Background: an optimization exercise with open tools, aiming at small area, a short achievable clock period and few clock cycles. Do not read the settings as production practice.
The RTL was checked by simulation tests, not by an equivalence proof against the original design.
No run shown here takes its clock network from TritonCTS; it comes from the design's own scripts or RTL.
The clock port is modelled as an ideal driver, which makes a skipped or thinned clock tree look cheaper than it is; a real chip needs a root buffer or a tree.

==> flow/design.v (outline; a module is shown in full before it is edited, if it fits) <==
// module HT_TOP: 1298 lines
module HT_TOP(clk, rst_n, in_valid, in_weight, out_mode, out_valid, out_code);
  // ...
==> flow/flow/run.sh <==
#!/bin/bash
# The standard layout (the standard.sh, unchanged synthesis) with two
# changes made through ORFS's hooks and variables:
#  - a faster buffer on the ports than the one buffer_ports picks by default;
#  - at the end of the CTS step (flow/cts_post.tcl): a single-level clock
#    tree in place of TritonCTS's two levels, then each combinational gate
#    moved to its smallest drive that keeps the setup slack.
set -euo pipefail
export BUFFER_PORTS_ARGS="-buffer_cell sky130_fd_sc_hd__buf_4"
export POST_CTS_TCL="$(pwd)/flow/cts_post.tcl"
bash standard.sh > standard_flow.log 2>&1
==> flow/flow/cts_post.tcl <==
# Runs at the end of ORFS's CTS step (POST_CTS_TCL hook).
# Replaces the two-level tree TritonCTS built with a single level: the clock
# port drives four clkbuf_16 buffers, each driving the flip-flops of one
# quadrant of the placed flip-flops, so every flip-flop sees one buffer delay.
set block [ord::get_db_block]
set db [ord::get_db]
set master [$db findMaster sky130_fd_sc_hd__clkbuf_16]
set port_net [$block findNet clk]

# clock sinks: the CLK pins of all flip-flops
set sinks {}
foreach inst [$block getInsts] {
  set mname [[$inst getMaster] getName]
  if {![string match "sky130_fd_sc_hd__*df*" $mname]} { continue }
  set it [$inst findITerm CLK]
  if {$it eq "NULL" || $it eq ""} { continue }
  set bb [$inst getBBox]
  lappend sinks [list $it [expr {([$bb xMin] + [$bb xMax]) / 2}] [expr {([$bb yMin] + [$bb yMax]) / 2}]]
}
puts "manual cts: [llength $sinks] sinks"

# remove TritonCTS's buffers and their nets
set old_nets {}
foreach inst [$block getInsts] {
  if {[string match "clkbuf_*" [$inst getName]] || [string match "clkload*" [$inst getName]]} {
    set out [$inst findITerm X]
    if {$out ne "NULL" && $out ne ""} {
      set n [$out getNet]
      if {$n ne "NULL" && $n ne ""} { lappend old_nets $n }
    }
    puts "manual cts: removing [$inst getName] ([[$inst getMaster] getName])"
    odb::dbInst_destroy $inst
  }
}
foreach s $sinks { [lindex $s 0] disconnect }
foreach n [lsort -unique $old_nets] {
  if {[$n getName] ne "clk"} { odb::dbNet_destroy $n }
}

# split the sinks into quadrants: halves by x, then each half by y
set sorted [lsort -integer -index 1 $sinks]
set half [expr {[llength $sorted] / 2}]
set groups {}
foreach part [list [lrange $sorted 0 [expr {$half - 1}]] [lrange $sorted $half end]] {
  set ys [lsort -integer -index 2 $part]
  set h2 [expr {[llength $ys] / 2}]
  lappend groups [lrange $ys 0 [expr {$h2 - 1}]] [lrange $ys $h2 end]
}
set g 0
foreach grp $groups {
  if {[llength $grp] == 0} { continue }
  set sx 0; set sy 0
  foreach s $grp { incr sx [lindex $s 1]; incr sy [lindex $s 2] }
  set cx [expr {$sx / [llength $grp]}]
  set cy [expr {$sy / [llength $grp]}]
  set inst [odb::dbInst_create $block $master "clkbuf_manual_$g"]
  $inst setLocation $cx $cy
  $inst setPlacementStatus PLACED
  set net [odb::dbNet_create $block "clknet_manual_$g"]
  $net setSigType CLOCK
  [$inst findITerm A] connect $port_net
  [$inst findITerm X] connect $net
  foreach s $grp { [lindex $s 0] connect $net }
  puts "manual cts: buffer $g at ($cx, $cy) drives [llength $grp] sinks"
  incr g
}
$port_net setSigType CLOCK


# Area recovery: synthesis maps for speed against a delay target far below
# what the design needs, so many gates come out in stronger drives than the
# clock period calls for.  Move each combinational gate to its smallest drive
# that keeps every path at least 0.15 ns better than the present worst setup
# slack (the output paths, which gate sizes do not change); the margin covers
# the routed parasitics that come later.
set_propagated_clock [all_clocks]
estimate_parasitics -placement
set ws0 [sta::worst_slack -max]
set target [expr {$ws0 + 0.15}]
puts "downsize: worst slack $ws0"
set n 0
set undone 0
foreach inst [$block getInsts] {
  set m [[$inst getMaster] getName]
  if {![regexp {^(sky130_fd_sc_hd__[a-z0-9]+)_([0-9]+)$} $m -> base drv]} { continue }
  if {[string match "*df*" $base] || [string match "*conb*" $base] || [string match "*tap*" $base] || [string match "*clkbuf*" $base]} { continue }
  set iname [$inst getName]
  if {[string match "input*" $iname] || [string match "output*" $iname]} { continue }
  set pins [get_pins -of_objects [get_cells $iname] -filter "direction == output"]
  foreach d {0 1 2 4} {
    if {$d >= $drv} { break }
    set small [$db findMaster ${base}_$d]
    if {$small eq "NULL" || $small eq ""} { continue }
    replace_cell [get_cells $iname] ${base}_$d
    estimate_parasitics -placement
    set ok 1
    foreach p $pins {
      set path [find_timing_paths -through $p -path_delay max]
      if {[llength $path] && [get_property [lindex $path 0] slack] < $target} { set ok 0 }
    }
    if {$ok && [sta::worst_slack -max] >= $ws0 - 0.001} {
      incr n
      break
    }
    replace_cell [get_cells $iname] $m
    estimate_parasitics -placement
    incr undone
  }
}
puts "downsize: $n gates made smaller, $undone tries undone; worst slack now [sta::worst_slack -max]"

detailed_placement
check_placement -verbose
estimate_parasitics -placement
report_clock_skew
repair_timing -hold -verbose
detailed_placement
check_placement -verbose
report_checks -path_delay max -to [all_outputs]
==> flow/standard.sh <==
#!/bin/bash
# synth_recipe.tcl (not shown) runs the flow's synth.tcl, then flattens the netlist and writes it again
# the make line also repeats each setting of config.mk as NAME=value (left out here)
make -C /OpenROAD-flow-scripts/flow DESIGN_CONFIG=/design/flow/config.mk WORK_HOME=/design/flow/orfs CLKGATE_MAP_FILE= SYNTH_SCRIPT=/design/flow/synth_recipe.tcl "${@:-finish}"
==> flow/config.mk <==
export PLATFORM = sky130hd
export DESIGN_NAME = HT_TOP
export DESIGN_NICKNAME = HT_TOP
export VERILOG_FILES = /design/flow/design.v
export SDC_FILE = /design/flow/constraint.sdc
export NUM_CORES = 4
export LEC_CHECK = 0
export ABC_AREA = 1
export CAP_MARGIN = 20
export CELL_PAD_IN_SITES_DETAIL_PLACEMENT = 2
export CELL_PAD_IN_SITES_GLOBAL_PLACEMENT = 2
export CORE_MARGIN = 2
export CORE_UTILIZATION = 35
export PLACE_DENSITY = 0.5
export SLEW_MARGIN = 20
==> flow/constraint.sdc <==
create_clock -name core_clock -period 20.0 [get_ports {clk}]
set_input_delay 4.0000 -clock core_clock [delete_from_list [all_inputs] [get_ports {clk}]]
set_output_delay 4.0000 -clock core_clock [all_outputs]
set_load 0.01 [all_outputs]
==> impl_results.md, run 1 <==
* Crit path max-delay family: flip-flops
* ANT cells at 0
* Final #Nets at 783
* Largest family of logic cells by synthesized area: simple AND/OR/NAND/NOR gates
* # setup viols final at 0
* Worst Path Class, Setup: flip-flop to output pin
* FF-to-FF path depth at 20
* Critical path capture point type: output pin
* Global-route wire length before repair at 32300 um
* CP max stage delay at 380 ps
* Floorplan core area at 15900 um^2
* Yosys top cell by area: edfxtp_1
* Min-delay worst type: flip-flop to flip-flop
* Antenna violations before repair at 0
* GRT met3 Usage at 2.08%
* IO Count at 9
* WHS Path Cells at 2
* Top-count cell post-synth: nand2_1
* Hold Fails Final Rpt at 0
* Most frequent cells in the layout: nand2_1, inv_1, o21ai_0
* Status: complete, no violations
* Routed Antenna Nets at 0
* Final Cell Area at 5790 um^2
* CP startpoint: out_valid
* Chip width at 131 um
* Post-synthesis compound-gate area fraction at 21.3%
Testbench counts, summed over its fixed seeds: cycles 37,738.
==> inputs of run 2 (changes only) <==
--- a/flow/flow/cts_post.tcl
+++ b/flow/flow/cts_post.tcl
@@ -70,13 +70,13 @@
 # Area recovery: synthesis maps for speed against a delay target far below
 # what the design needs, so many gates come out in stronger drives than the
 # clock period calls for.  Move each combinational gate to its smallest drive
-# that keeps every path at least 0.15 ns better than the present worst setup
+# that keeps every path at least 0.35 ns better than the present worst setup
 # slack (the output paths, which gate sizes do not change); the margin covers
 # the routed parasitics that come later.
 set_propagated_clock [all_clocks]
 estimate_parasitics -placement
 set ws0 [sta::worst_slack -max]
-set target [expr {$ws0 + 0.15}]
+set target [expr {$ws0 + 0.35}]
 puts "downsize: worst slack $ws0"
 set n 0
 set undone 0
==> impl_results.md, run 2 <==
* Top cells by count, synth: nand2_1, inv_1, o21ai_0
* FF/Latch Area at 2160 um^2
* Slew Limit Fails at 0
* Status: complete, no violations
* Seq cells post-synth at 87
* Crit path cell chain: buf_4
* Layout cells sized above 1 at 2.76%
* Routed Antenna Nets at 0 (unchanged)
* Clock latency (worst-skew pair) at 160 ps
* Multi-input gate area at 2710 um^2
* Yosys top cell by area: edfxtp_1
* Critical path capture point type: output pin
* Wirelength per Cell at 20.6 um
* Final WL at 20100 um
* Antenna violations before repair at 0 (unchanged)
* Clk_skew at 9.67 ps
* Placed cell area at 5880 um^2
* Fmax achieved at 214 MHz
* EDFF count, synth at 38
* Most frequent cells in the layout: nand2_1, inv_1, o21ai_0
* Final Cell Area at 5800 um^2 (+0.24%)
* Leading cell type in the layout, fill and taps excluded: nand2_1
* Worst Path Class, Setup: flip-flop to output pin
* DP HPWL at 15800 um
* First drt pass iteration count at 4
* Finished Core Util at 36.5%
* Synth unique cells at 51
* Worst-path cell with the longest stage delay: dfrtp_1
* Minimum clock period after layout at 4680 ps
* Most used DFF post-synth: dfxtp_1
* Largest register FFs at 30
* Biggest registers after layout: c (30), pos (15)
* Port buffer count at 8
* Hold Fails Final Rpt at 0 (unchanged)
* Min-delay worst type: flip-flop to flip-flop
* ANT cells at 0 (unchanged)
* Seq/Total Area, Yosys at 38.0%
* Crit path max-delay family: flip-flops
* Vias per Instance at 5.46
* Residual DRC at 0
* Startpoint types: flip-flop
* Final setup TNS at 0 ps
* Critical Path RT at 16000 ps
* Total track usage at 23.8%
* Global-route wire length before repair at 32300 um (about the same)
* CP max FO at 1
* Critical Path AT at 680 ps
* CTS clk-pin slew, worst paths at 100 ps
* Sink Count at 87
* Placed insts at 974
* Top-count cell post-synth: nand2_1
* Tightest Pin Transition at 915 ps
* Floorplan core area at 15900 um^2 (unchanged)
* Filler Cell Count at 1947
* Top cells by area, synth: edfxtp_1, dfxtp_1, nand2_1
* RSZ-0062 raised after global routing: no
* Starting DRT DRC Count at 232
* Fin cells at 978
* Largest net degree at the start of global routing at 25
* Vias in the first global route at 5706
* CP Buf/Inv Count at 1
* Fin crit share at 23.4%
* CP max stage delay at 380 ps (about the same)
* Gpl congestion at 0.900
* Post-Syn Nets at 786
* Syn Area/Cell at 7.39 um^2
* Hold Slack at 482 ps
* Chip width at 131 um (unchanged)
* Total gr overflow at 0
* MaxCap Viol Count at 0
* Total number of vias at 5344
* Final #Nets at 783 (unchanged)
* Area growth from synthesis to layout at 2.29%
* Die area at 17200 um^2
* Most flops, register: c
* Die height at 131 um
* Slew margin rel. at 38.9%
* Initial core utilization at 35.7%
* FP Rows at 46
* IO Count at 9 (unchanged)
* Synth async-reset ratio at 8.05%
* Warnings from Yosys at 1
* # setup viols final at 0 (unchanged)
* Mapped cell area at 5670 um^2
* Mapped Cells at 767
* Top-area cell type share of the netlist area at 20.1%
-- run 2: changes by cell type in the layout (fill, tap and decap cells not counted) --
cell / delta
inv_2: +2
o21ai_1: -1
o21ai_2: +1
nor2_1: -1
nor2_2: +1
inv_1: -2
nand2_1: -1
nand2_4: +1
-- run 2: worst paths after layout --
kind | start | slack, ps | depth (start not counted) | to
max | out_valid | 15320 | 1 | out_valid
min in group asynchronous | rst_n | 3660 | 1 | out_code
min reg2reg | c[3][2] | 480 | 2 | c[3][2]
max reg2reg | k[2] | 15670 | 20 | x[4]
min | c[3][2] | 480 | 2 | c[3][2]
max in group asynchronous | rst_n | 16180 | 1 | iv_r
-- run 2: through the flow --
| step | worst slack, ps |
|---|---|
| after floorplan | 15560 |
| after global placement | 15360 |
| after detailed placement | 15350 |
| after global routing | 15290 |
| final | 15320 |
-- run 2: kinds of logic (layout without fill, tap and decap cells) --
group                    count (synthesis)  count (layout)  share of synthesized area [%]
AND/OR/NAND/NOR                        325             325                           25.4
flip-flops                              87              87                           38.0
XOR/XNOR                                 6               6                          0.927
AO/OA/AOI/OAI                          187             187                           21.3
adder cells (fa/ha/maj)                 12              12                           3.05
buffers and inverters                  150             145                           11.3
-- run 2: area by class of cell --
class                           instances  share of cell area (%)
Timing Repair Buffer                    9                    1.10
Inverter                              132                    8.54
Buffer                                  4                    1.73
Multi-Input combinational cell        530                    46.8
Sequential cell                        87                    37.2
Tap cell                              216                    4.66
-- run 2: layer usage --
metal / vias to the layer above / GRT usage (%) / wire length, um
met5: - / 0 / 0
met4: 0 / 3.93 / 150
met3: 9 / 2.08 / 711
met2: 60 / 38.9 / 9250
met1: 2714 / 34.9 / 9990
li1: 2561 / - / -
==> inputs of run 3 (changes only) <==
--- a/flow/flow/run.sh
+++ b/flow/flow/run.sh
@@ -6,6 +6,6 @@
 #    tree in place of TritonCTS's two levels, then each combinational gate
 #    moved to its smallest drive that keeps the setup slack.
 set -euo pipefail
-export BUFFER_PORTS_ARGS="-buffer_cell sky130_fd_sc_hd__buf_4"
+export BUFFER_PORTS_ARGS="-buffer_cell sky130_fd_sc_hd__buf_2"
 export POST_CTS_TCL="$(pwd)/flow/cts_post.tcl"
 bash standard.sh > standard_flow.log 2>&1
==> impl_results.md, run 3 <==
* Status: complete, no violations
* Mapped Cells at 767 (unchanged)
* Seq/Total Area, Yosys at 38.0% (unchanged)
* CTS clk-pin slew, worst paths at 100 ps (about the same)
* Vias in the first global route at 5738 (+0.56%)
* CP max FO at 1 (unchanged)
* Layout cells sized above 1 at 3.81% (+1.0 points)
* Antenna violations before repair at 0 (unchanged)
* Chip width at 131 um (unchanged)
* Synth async-reset ratio at 8.05% (unchanged)
* Fmax achieved at 214 MHz (+0.20%)
* Top-count cell post-synth: nand2_1
* Post-Syn Nets at 786 (unchanged)
* Top cells by count, synth: nand2_1, inv_1, o21ai_0
* First drt pass iteration count at 4 (unchanged)
* Warnings from Yosys at 1 (unchanged)
* Minimum clock period after layout at 4670 ps (-9.30 ps)
* Top cells by area, synth: edfxtp_1, dfxtp_1, nand2_1
* Die area at 17200 um^2 (unchanged)
* Critical Path RT at 16000 ps (about the same)
* Routed Antenna Nets at 0 (unchanged)
* Wirelength per Cell at 21.1 um (+2.8%)
* Yosys top cell by area: edfxtp_1
* Startpoint types: flip-flop
* Critical path capture point type: output pin
* Total track usage at 24.5% (+0.70 points)
* Tightest Pin Transition at 903 ps (-12.2 ps)
* CP max stage delay at 370 ps (about the same)
* # setup viols final at 0 (unchanged)
* IO Count at 9 (unchanged)
* Port buffer count at 8 (unchanged)
* Seq cells post-synth at 87 (unchanged)
* FP Rows at 46 (unchanged)
* RSZ-0062 raised after global routing: no
* Worst-path cell with the longest stage delay: dfrtp_1
* Area growth from synthesis to layout at 2.29% (unchanged)
* Clk_skew at 9.06 ps (-0.612 ps)
* Most used DFF post-synth: dfxtp_1
* MaxCap Viol Count at 0 (unchanged)
* Clock latency (worst-skew pair) at 160 ps (about the same)
* Global-route wire length before repair at 33000 um (+2.1%)
* Largest net degree at the start of global routing at 25 (unchanged)
* Synth unique cells at 51 (unchanged)
* Most flops, register: c
* Final setup TNS at 0 ps (unchanged)
* Top-area cell type share of the netlist area at 20.1% (unchanged)
* Initial core utilization at 35.7% (unchanged)
* Most frequent cells in the layout: nand2_1, inv_1, o21ai_0
* Total number of vias at 5324 (-0.37%)
* Sink Count at 87 (unchanged)
* Crit path cell chain: buf_2
* Slew margin rel. at 39.7% (+0.82 points)
* Final WL at 20700 um (+2.8%)
* Min-delay worst type: flip-flop to flip-flop
* EDFF count, synth at 38 (unchanged)
* Total gr overflow at 0 (unchanged)
* Mapped cell area at 5670 um^2 (unchanged)
* Leading cell type in the layout, fill and taps excluded: nand2_1
* Largest register FFs at 30 (unchanged)
* DP HPWL at 16200 um (+2.7%)
* Placed cell area at 5860 um^2 (-0.34%)
* Worst Path Class, Setup: flip-flop to output pin
* Biggest registers after layout: c (30), pos (15)
* Die height at 131 um (unchanged)
* Gpl congestion at 0.896 (-0.37%)
* Critical Path AT at 670 ps (about the same)
* Finished Core Util at 36.5% (unchanged)
* Crit path max-delay family: flip-flops
* Fin crit share at 23.3% (-0.046 points)
* ANT cells at 0 (unchanged)
* Final Cell Area at 5800 um^2 (unchanged)
* Starting DRT DRC Count at 228 (-1.7%)
* Syn Area/Cell at 7.39 um^2 (unchanged)
* Hold Fails Final Rpt at 0 (unchanged)
* Floorplan core area at 15900 um^2 (unchanged)
* Residual DRC at 0 (unchanged)
* CP Buf/Inv Count at 1 (unchanged)
* Final #Nets at 783 (unchanged)
* Vias per Instance at 5.44 (-0.37%)
* Slew Limit Fails at 0 (unchanged)
==> run 3: final cells by class <==
type / count / area [um^2]
multi-input cells: 530 / 2730
plain buffers: 4 / 100
flip-flops and latches: 87 / 2160
repair buffers: 9 / 43.8
fillers: 1992 / 10100
inverters: 132 / 495
well taps: 216 / 270
==> run 3: kinds of logic after synthesis <==
kind of cell / after synthesis / share of synthesized area [%]
AOI/OAI and AO/OA: 187 / 21.3
xor gates and xnor gates: 6 / 0.927
adders and majority gates: 12 / 3.05
buffers and inverters: 150 / 11.3
DFF: 87 / 38.0
and+or+nand+nor: 325 / 25.4
==> run 3: worst paths after layout <==
kind / from / endpoint / slack (ps) / depth (start not counted)
hold reg to reg: c[3][3] / c[3][3] / 480 / 2
setup / recovery: out_code / out_code / 15330 / 1
min in group asynchronous: rst_n / out_code / 3690 / 1
hold / removal: c[3][3] / c[3][3] / 480 / 2
setup reg to reg: k[2] / x[4] / 15590 / 20
max in group asynchronous: rst_n / k[0] / 16100 / 1
==> run 3: metrics by stage <==
step	instances	hold WS [ps]	setup slack, ps
after global routing	978	513	15280
final	978	482	15330
after global placement	974	448	15330
after floorplan	767	436	15560
after detailed placement	974	460	15310
==> run 3: per-layer routing <==
metal  vias up  wire (um)  global-route usage [%]
li1       2556          -                       -
met1      2696      10200                    35.1
met2        60       9640                    40.1
met3        12        572                    2.35
met4         0        214                    5.43
met5         -          0                       0

[afterwards: timing with drivers on the ports]
Ports are ideal in the flow. The routed layouts listed here were re-timed in OpenROAD.
Step 1 assumes that a clkbuf_16 drives the clock port and a buf_2 every other input.
Step 2 adds t to the input delays and takes it off the output delays; t is the mean of the earliest and latest rising clock arrival at the registers after step 1. Input paths then give back, and output paths get back, about the clock's delay inside the block.
Three values: ideal ports, drivers, drivers and shift; two values: the first two.
| run | t, ns | slack for setup (ns) | hold WS [ns] | clock arrival spread, ns | slew at the worst register clock pin (ns) |
|---|---|---|---|---|---|
| run 1 | 0.252 | 15.323 / 15.229 / 15.351 | 0.482 / 0.482 / 0.482 | 0.009 / 0.009 | 0.10 / 0.10 |
| run 2 | 0.254 | 15.322 / 15.226 / 15.347 | 0.482 / 0.482 / 0.482 | 0.010 / 0.010 | 0.10 / 0.10 |
| run 3 | 0.251 | 15.332 / 15.237 / 15.313 | 0.482 / 0.482 / 0.482 | 0.009 / 0.009 | 0.10 / 0.10 |
After both steps setup and hold are still met in every run listed. For run 3, which loses most, drivers alone change the setup slack by -0.095 ns; drivers and shift together by -0.019 ns.
